Context: an optimization exercise on an open-source flow, tuned for small area. The choices shown serve that exercise and are no tape-out recipe.
Only simulation tests tie the RTL to the original design; equivalence was not proved.

==> inputs of branch ember <==
==> flow/design.v (excerpt) <==
module fpga_agc(BLKUPL_, BMGXM, BMGXP, BMGYM, BMGYP, BMGZM, BMGZP, CAURST, CDUFAL, CDUXM, CDUXP, CDUYM, CDUYP, CDUZM, CDUZP, CNTRL1, CNTRL2, CTLSAT, DBLTST, DKBSNC, DKEND, DKSTRT, DOSCAL, FREFUN, GATEX_, GATEY_, GATEZ_, GCAPCL, GUIREL, HOLFUN, IMUCAG, IMUFAL, IMUOPR, IN3008, IN3212, IN3213, IN3214, IN3216, IN3301, ISSTOR, LEMATT, LFTOFF, LRIN0, LRIN1, LRRLSC, LVDAGD, MAINRS, MAMU, MANRmP, MANRmR, MANRmY, MANRpP, MANRpR, MANRpY, MARK, MDT01, MDT02, MDT03, MDT04, MDT05, MDT06, MDT07, MDT08, MDT09, MDT10, MDT11, MDT12, MDT13, MDT14, MDT15, MDT16, MKEY1, MKEY2, MKEY3, MKEY4, MKEY5, MLDCH, MLOAD, MNHNC, MNHRPT, MNHSBF, MNIMmP, MNIMmR, MNIMmY, MNIMpP, MNIMpR, MNIMpY, MONPAR, MONWBK, MRDCH, MREAD, MRKREJ, MRKRST, MSTP, MSTRT, MTCSAI, NAVRST, NHALGA, NHVFAL, NKEY1, NKEY2, NKEY3, NKEY4, NKEY5, OPCDFL, OPMSW2, OPMSW3, PCHGOF, PIPAXm, PIPAXp, PIPAYm, PIPAYp, PIPAZm, PIPAZp, ROLGOF, RRIN0, RRIN1, RRPONA, RRRLSC, S4BSAB, SBYBUT, SHAFTM, SHAFTP, SIGNX, SIGNY, SIGNZ, SMSEPR, SPSRDY, STRPRS, TEMPIN, TRANmX, TRANmY, TRANmZ, TRANpX, TRANpY, TRANpZ, TRNM, TRNP, TRST10, TRST9, ULLTHR, UPL0, UPL1, WD167, WD168, XLNK0, XLNK1, ZEROP, mstpeven, mstpodd, ALGA, ALRT0, ALRT1, ALT0, ALT1, ALTSNC, BPLSSW, BPLUS, CDUCLK, CDUXDM, CDUXDP, CDUYDM, CDUYDP, CDUZDM, CDUZDP, CGCWAR, CLK, COARSE, COMACT, DISDAC, DKDATA, DKDATB, ELSNCM, ELSNCN, EMSm, EMSp, ENERIM, ENEROP, GYENAB, GYRRST, GYRSET, GYXM, GYXP, GYYM, GYYP, GYZM, GYZP, ISSTDC, ISSWAR, KYRLS, LRRANG, LRRST, LRSYNC, LRXVEL, LRYVEL, LRZVEL, MBR1, MBR2, MCTRAL_, MGOJAM, MGP_, MIIP, MINHL, MINKL, MNISQ, MON800, MONWT, MOSCAL_, MPAL_, MPIPAL_, MRAG, MRCH, MREQIN, MRGG, MRLG, MROLGT, MRPTAL_, MRSC, MRULOG, MSCAFL_, MSCDBL_, MSP, MSQ10, MSQ11, MSQ12, MSQ13, MSQ14, MSQ16, MSQEXT, MST1, MST2, MST3, MSTPIT_, MT01, MT02, MT03, MT04, MT05, MT06, MT07, MT08, MT09, MT10, MT11, MT12, MTCAL_, MTCSA_, MVFAIL_, MWAG, MWARNF_, MWATCH_, MWBBEG, MWBG, MWCH, MWEBG, MWFBG, MWG, MWL01, MWL02, MWL03, MWL04, MWL05, MWL06, MWL07, MWL08, MWL09, MWL10, MWL11, MWL12, MWL13, MWL14, MWL15, MWL16, MWLG, MWQG, MWSG, MWYG, MWZG, OPEROR, OT1108, OT1110, OT1111, OT1112, OT1113, OT1114, OT1116, OT1207, OT1207_, OTLNK0, OTLNK1, OUTCOM, PIPASW, PIPDAT, PIPINT, RCmXmP, RCmXmY, RCmXpP, RCmXpY, RCmYmR, RCmYpR, RCmZmR, RCmZpR, RCpXmP, RCpXmY, RCpXpP, RCpXpY, RCpYmR, RCpYpR, RCpZmR, RCpZpR, RESTRT, RHCGO, RLYB01, RLYB02, RLYB03, RLYB04, RLYB05, RLYB06, RLYB07, RLYB08, RLYB09, RLYB10, RLYB11, RRRANG, RRRARA, RRRST, RRSYNC, RYWD12, RYWD13, RYWD14, RYWD16, S4BOFF, S4BSEQ, S4BTAK, SBYLIT, SHFTDM, SHFTDP, STARON, STNDBY, STRT1, STRT2, THRSTm, THRSTp, TMPCAU, TRNDM, TRNDP, TVCNAB, UPLACT, VNFLSH, ZEROPT, ZIMCDU, ZOPCDU, n12KPPS, n25KPPS, n3200A, n3200B, n3200C, n3200D, n800RST, n800SET, p28COM, p4SW, p4VDC, clk, reset, rope_addr, rope_data, core_addr, core_we, core_wdata, core_rdata);
export LEC_CHECK = 0
export CAP_MARGIN = 20
export CORE_MARGIN = 2
export CORE_UTILIZATION = 65
export SLEW_MARGIN = 20
create_clock -name core_clock -period 19.5 [get_ports {clk}]
standard.sh (not shown) runs the stock make flow with config.mk's settings and CLKGATE_MAP_FILE= SYNTH_SCRIPT=/design/flow/synth_recipe.tcl, a recipe that flattens the netlist after the stock synthesis.
==> flow/flow/run.sh <==
#!/bin/bash
# Own flow: the standard ORFS layout, with two changes to how the layout is made:
#  - ports are buffered with sky130_fd_sc_hd__buf_1 instead of ORFS's default buffer;
#  - clock tree synthesis uses small clusters of clkbuf_8 leaf buffers and no dummy loads.
# Everything else (synthesis, floorplan, power grid, placement, routing) is standard.sh.
set -euo pipefail
export BUFFER_PORTS_ARGS="-buffer_cell sky130_fd_sc_hd__buf_1"
export CTS_ARGS="-sink_clustering_enable -repair_clock_nets -dont_use_dummy_load -buf_list sky130_fd_sc_hd__clkbuf_8 -sink_clustering_size 20 -sink_clustering_max_diameter 40"
bash standard.sh > standard_flow.log 2>&1
==> branch violet: changes against branch ember <==
--- a/flow/flow/run.sh
+++ b/flow/flow/run.sh
@@ -7,3 +7,3 @@
 export BUFFER_PORTS_ARGS="-buffer_cell sky130_fd_sc_hd__buf_1"
-export CTS_ARGS="-sink_clustering_enable -repair_clock_nets -dont_use_dummy_load -buf_list sky130_fd_sc_hd__clkbuf_8 -sink_clustering_size 20 -sink_clustering_max_diameter 40"
+export CTS_ARGS="-sink_clustering_enable -repair_clock_nets -dont_use_dummy_load -buf_list sky130_fd_sc_hd__clkbuf_8 -sink_clustering_size 20 -sink_clustering_max_diameter 50"
 bash standard.sh > standard_flow.log 2>&1
Settings changed: CORE_UTILIZATION 65 to 70.
==> comparison <==
Routed wire length: branch ember is larger than branch violet (0.98%).
In synthesized cell count, branch ember and branch violet do not differ.
Between branch violet and branch ember, the lower final cell count is in branch violet (gap about 2%, measured against branch ember).
Sequential cell count is the same in branch violet and branch ember.
Worst hold slack: branch violet is higher than branch ember (0.018 ns).

---

==> job 510: inputs <==
Another version of the RTL of fpga_agc (not shown whole).
export LEC_CHECK = 0
export CAP_MARGIN = 20
export CORE_MARGIN = 2
export CORE_UTILIZATION = 60
export SLEW_MARGIN = 20
create_clock -name core_clock -period 19.5 [get_ports {clk}]
==> flow/flow/run.sh <==
#!/bin/bash
# Own flow: the standard ORFS layout, with two changes to how the layout is made:
#  - ports are buffered with sky130_fd_sc_hd__buf_1 instead of ORFS's default buffer;
#  - clock tree synthesis uses small clusters of clkbuf_8 leaf buffers and no dummy loads.
# Everything else (synthesis, floorplan, power grid, placement, routing) is standard.sh.
set -euo pipefail
export BUFFER_PORTS_ARGS="-buffer_cell sky130_fd_sc_hd__buf_1"
export CTS_ARGS="-sink_clustering_enable -repair_clock_nets -dont_use_dummy_load -buf_list sky130_fd_sc_hd__clkbuf_8 -sink_clustering_size 18 -sink_clustering_max_diameter 50"
bash standard.sh > standard_flow.log 2>&1
==> inputs of job 1450, as changes to job 510 <==
Settings changed: CORE_UTILIZATION 60 to 80.
==> inputs of job 8397, as changes to job 510 <==
==> flow/run.sh (new file) <==
#!/bin/bash
# synth_recipe.tcl (not shown) runs the flow's synth.tcl, then flattens the netlist and writes it again
# the make line also repeats each setting of config.mk as NAME=value (left out here)
make -C /OpenROAD-flow-scripts/flow DESIGN_CONFIG=/design/flow/config.mk WORK_HOME=/design/flow/orfs CLKGATE_MAP_FILE= SYNTH_SCRIPT=/design/flow/synth_recipe.tcl finish
Settings changed: CTS_BUF_LIST set to sky130_fd_sc_hd__clkbuf_8, CTS_CLUSTER_DIAMETER set to 50, CTS_CLUSTER_SIZE set to 18.
removed: flow/flow/run.sh
removed: flow/standard.sh
==> impl_metrics.csv <==
group,metric,value,unit
run_status,outcome,"no timing/DRC/antenna violations",
power_and_ir_drop,reg_power_share,69.5,%
finish,mostFrequentLayoutCells,"dfxtp_1, nor2_1, a211oi_1, a2111oi_0, a21oi_1",
global_routing,grt_pass1_vias,153000,
finish,nNonClkBuffers,602,
route,routed_met1_length,266000,um
place,globalplace.congestion,0.859,
That was job 1450.
==> impl_metrics.csv <==
group,metric,value,unit
route,routed_met1_length,312000,um
power_and_ir_drop,reg_power_share,65.2,%
finish,mostFrequentLayoutCells,"dfxtp_1, nor2_1, a211oi_1, a2111oi_0, a21oi_1",
finish,nNonClkBuffers,613,
run_status,outcome,"no timing/DRC/antenna violations",
That was job 8397.
==> impl_metrics.csv <==
group,metric,value,unit
power_and_ir_drop,reg_power_share,68.5,%
route,routed_met1_length,311000,um
run_status,outcome,"no timing/DRC/antenna violations",
finish,nNonClkBuffers,600,
finish,mostFrequentLayoutCells,"dfxtp_1, nor2_1, a211oi_1, a2111oi_0, a21oi_1",
global_routing,grt_pass1_vias,145000,
place,globalplace.congestion,0.792,
That was job 510.

---

==> raven: inputs <==
fpga_agc, a different RTL version from the one above (not shown whole).
==> flow/config.mk <==
export PLATFORM = sky130hd
export DESIGN_NAME = fpga_agc
export DESIGN_NICKNAME = fpga_agc
export VERILOG_FILES = /design/flow/design.v
export SDC_FILE = /design/flow/constraint.sdc
export NUM_CORES = 8
export LEC_CHECK = 0
export CAP_MARGIN = 5
export CORE_MARGIN = 2
export CORE_UTILIZATION = 70
export SLEW_MARGIN = 5
==> flow/constraint.sdc <==
create_clock -name core_clock -period 19.5 [get_ports {clk}]
set_input_delay 3.9000 -clock core_clock [delete_from_list [all_inputs] [get_ports {clk}]]
set_output_delay 3.9000 -clock core_clock [all_outputs]
set_load 0.01 [all_outputs]
==> flow/flow/run.sh <==
#!/bin/bash
# Own flow: the standard ORFS layout, with two changes to how the layout is made:
#  - ports are buffered with sky130_fd_sc_hd__buf_1 instead of ORFS's default buffer;
#  - clock tree synthesis uses small clusters of clkbuf_8 leaf buffers and no dummy loads.
# Everything else (synthesis, floorplan, power grid, placement, routing) is standard.sh.
set -euo pipefail
export BUFFER_PORTS_ARGS="-buffer_cell sky130_fd_sc_hd__buf_1"
export CTS_ARGS="-sink_clustering_enable -repair_clock_nets -dont_use_dummy_load -buf_list sky130_fd_sc_hd__clkbuf_8 -sink_clustering_size 18 -sink_clustering_max_diameter 50"
bash standard.sh > standard_flow.log 2>&1
==> tundra: changes against raven <==
--- a/flow/config.mk
+++ b/flow/config.mk
@@ -6,6 +6,8 @@
 export NUM_CORES = 8
 export LEC_CHECK = 0
-export CAP_MARGIN = 5
+export CAP_MARGIN = 20
 export CORE_MARGIN = 2
 export CORE_UTILIZATION = 70
-export SLEW_MARGIN = 5
+export GPL_ROUTABILITY_DRIVEN = 0
+export GPL_TIMING_DRIVEN = 0
+export SLEW_MARGIN = 20
==> indigo: changes against raven <==
--- a/flow/config.mk
+++ b/flow/config.mk
@@ -6,6 +6,6 @@
 export NUM_CORES = 8
 export LEC_CHECK = 0
-export CAP_MARGIN = 5
+export CAP_MARGIN = 20
 export CORE_MARGIN = 2
 export CORE_UTILIZATION = 70
-export SLEW_MARGIN = 5
+export SLEW_MARGIN = 20
==> impl_metrics.ini <==
[outcome]
outcome = no timing/DRC/antenna violations

[sta]
tightest_slew_ps = 1360
whs_ps = 314

[critical_path]
max_stage_delay_ps = 970
timing.rr.end = traya_a18_NOR45446

[finish]
buffers_excl_clock = 1609
nonClkBufAreaFrac_pct = 3.22
layout-drive-gt1-share_pct = 5.77
syn_to_final_growth_pct = 7.47
num-fill-cells = 24100

[hold_path]
min_to = traya_a13_NOR41149_p

[global_route]
grt_use_total_pct = 49.9
grt_use_met2_pct = 68.9

[drt]
viasPerCell = 6.78
firstDrtPassIters = 14
dr_wl_met3_mm = 131

[power_and_ir_drop]
powerClk_w = 0.00821
[end of results for tundra]
==> impl_metrics.ini <==
[hold_path]
min_to = traya_a14_NOR42205_p

[drt]
viasPerCell = 6.13
dr_wl_met3_mm = 36.8
firstDrtPassIters = 5

[finish]
buffers_excl_clock = 619
layout-drive-gt1-share_pct = 4.11
num-fill-cells = 24200
syn_to_final_growth_pct = 5.12
nonClkBufAreaFrac_pct = 1.22

[outcome]
outcome = no timing/DRC/antenna violations

[global_route]
grt_use_total_pct = 34.0

[critical_path]
max_stage_delay_ps = 640

[sta]
tightest_slew_ps = 1370
[end of results for raven]
==> impl_metrics.ini <==
[outcome]
outcome = no timing/DRC/antenna violations

[finish]
nonClkBufAreaFrac_pct = 1.23
inverters = 201
layout-drive-gt1-share_pct = 4.13
multi_input_area_sq_um = 60700

[sta]
whs_ps = 326
tightest_slew_ps = 1220

[drt]
firstDrtPassIters = 6
viasPerCell = 6.13
dr_wl_met3_mm = 37.1

[power_and_ir_drop]
powerClk_w = 0.00801

[critical_path]
max_stage_delay_ps = 650

[global_route]
grt_use_total_pct = 34.0
grt_use_met2_pct = 53.8

[hold_path]
min_to = traya_a15_NOR35117_p
[end of results for indigo]

==> afterwards: timing with drivers on the ports <==
The flow's constraints put no driver on any port. The routed layouts listed below were extracted and timed again, unchanged, in two steps.
Step 1, drivers: a clkbuf_16 drives clk and a buf_2 each remaining input, both assumed.
Step 2 adds t to the input delays and takes it off the output delays; t is the mean of the earliest and latest rising clock arrival at the registers after step 1. Input paths then give back, and output paths get back, about the clock's delay inside the block.
a / b / c = ideal / step 1 / step 2; a / b = the first two.
run | t (ns) | setup WS [ns] | worst setup path at the end | slew at the worst register clock pin (ns)
branch ember | 1.353 | 8.684 / 8.635 / 8.635 | input to output | 0.12 / 0.12
branch violet | 1.341 | 8.664 / 8.612 / 8.612 | input to output | 0.12 / 0.12
job 510 | 1.340 | 8.564 / 8.544 / 8.544 | input to output | 0.11 / 0.11
job 1450 | 1.323 | 8.630 / 8.606 / 8.606 | input to output | 0.11 / 0.11
job 8397 | 1.360 | 8.034 / 8.013 / 8.013 | input to output | 0.11 / 0.11
raven | 1.339 | 8.615 / 8.593 / 8.593 | input to output | 0.11 / 0.11
tundra | 1.447 | 6.721 / 6.699 / 6.699 | input to output | 0.12 / 0.12
indigo | 1.339 | 8.682 / 8.661 / 8.661 | input to output | 0.11 / 0.11
After both steps setup and hold are still met in every run listed. The setup slack of branch violet, which loses most, moves by -0.052 ns with the drivers and by -0.052 ns with both steps.
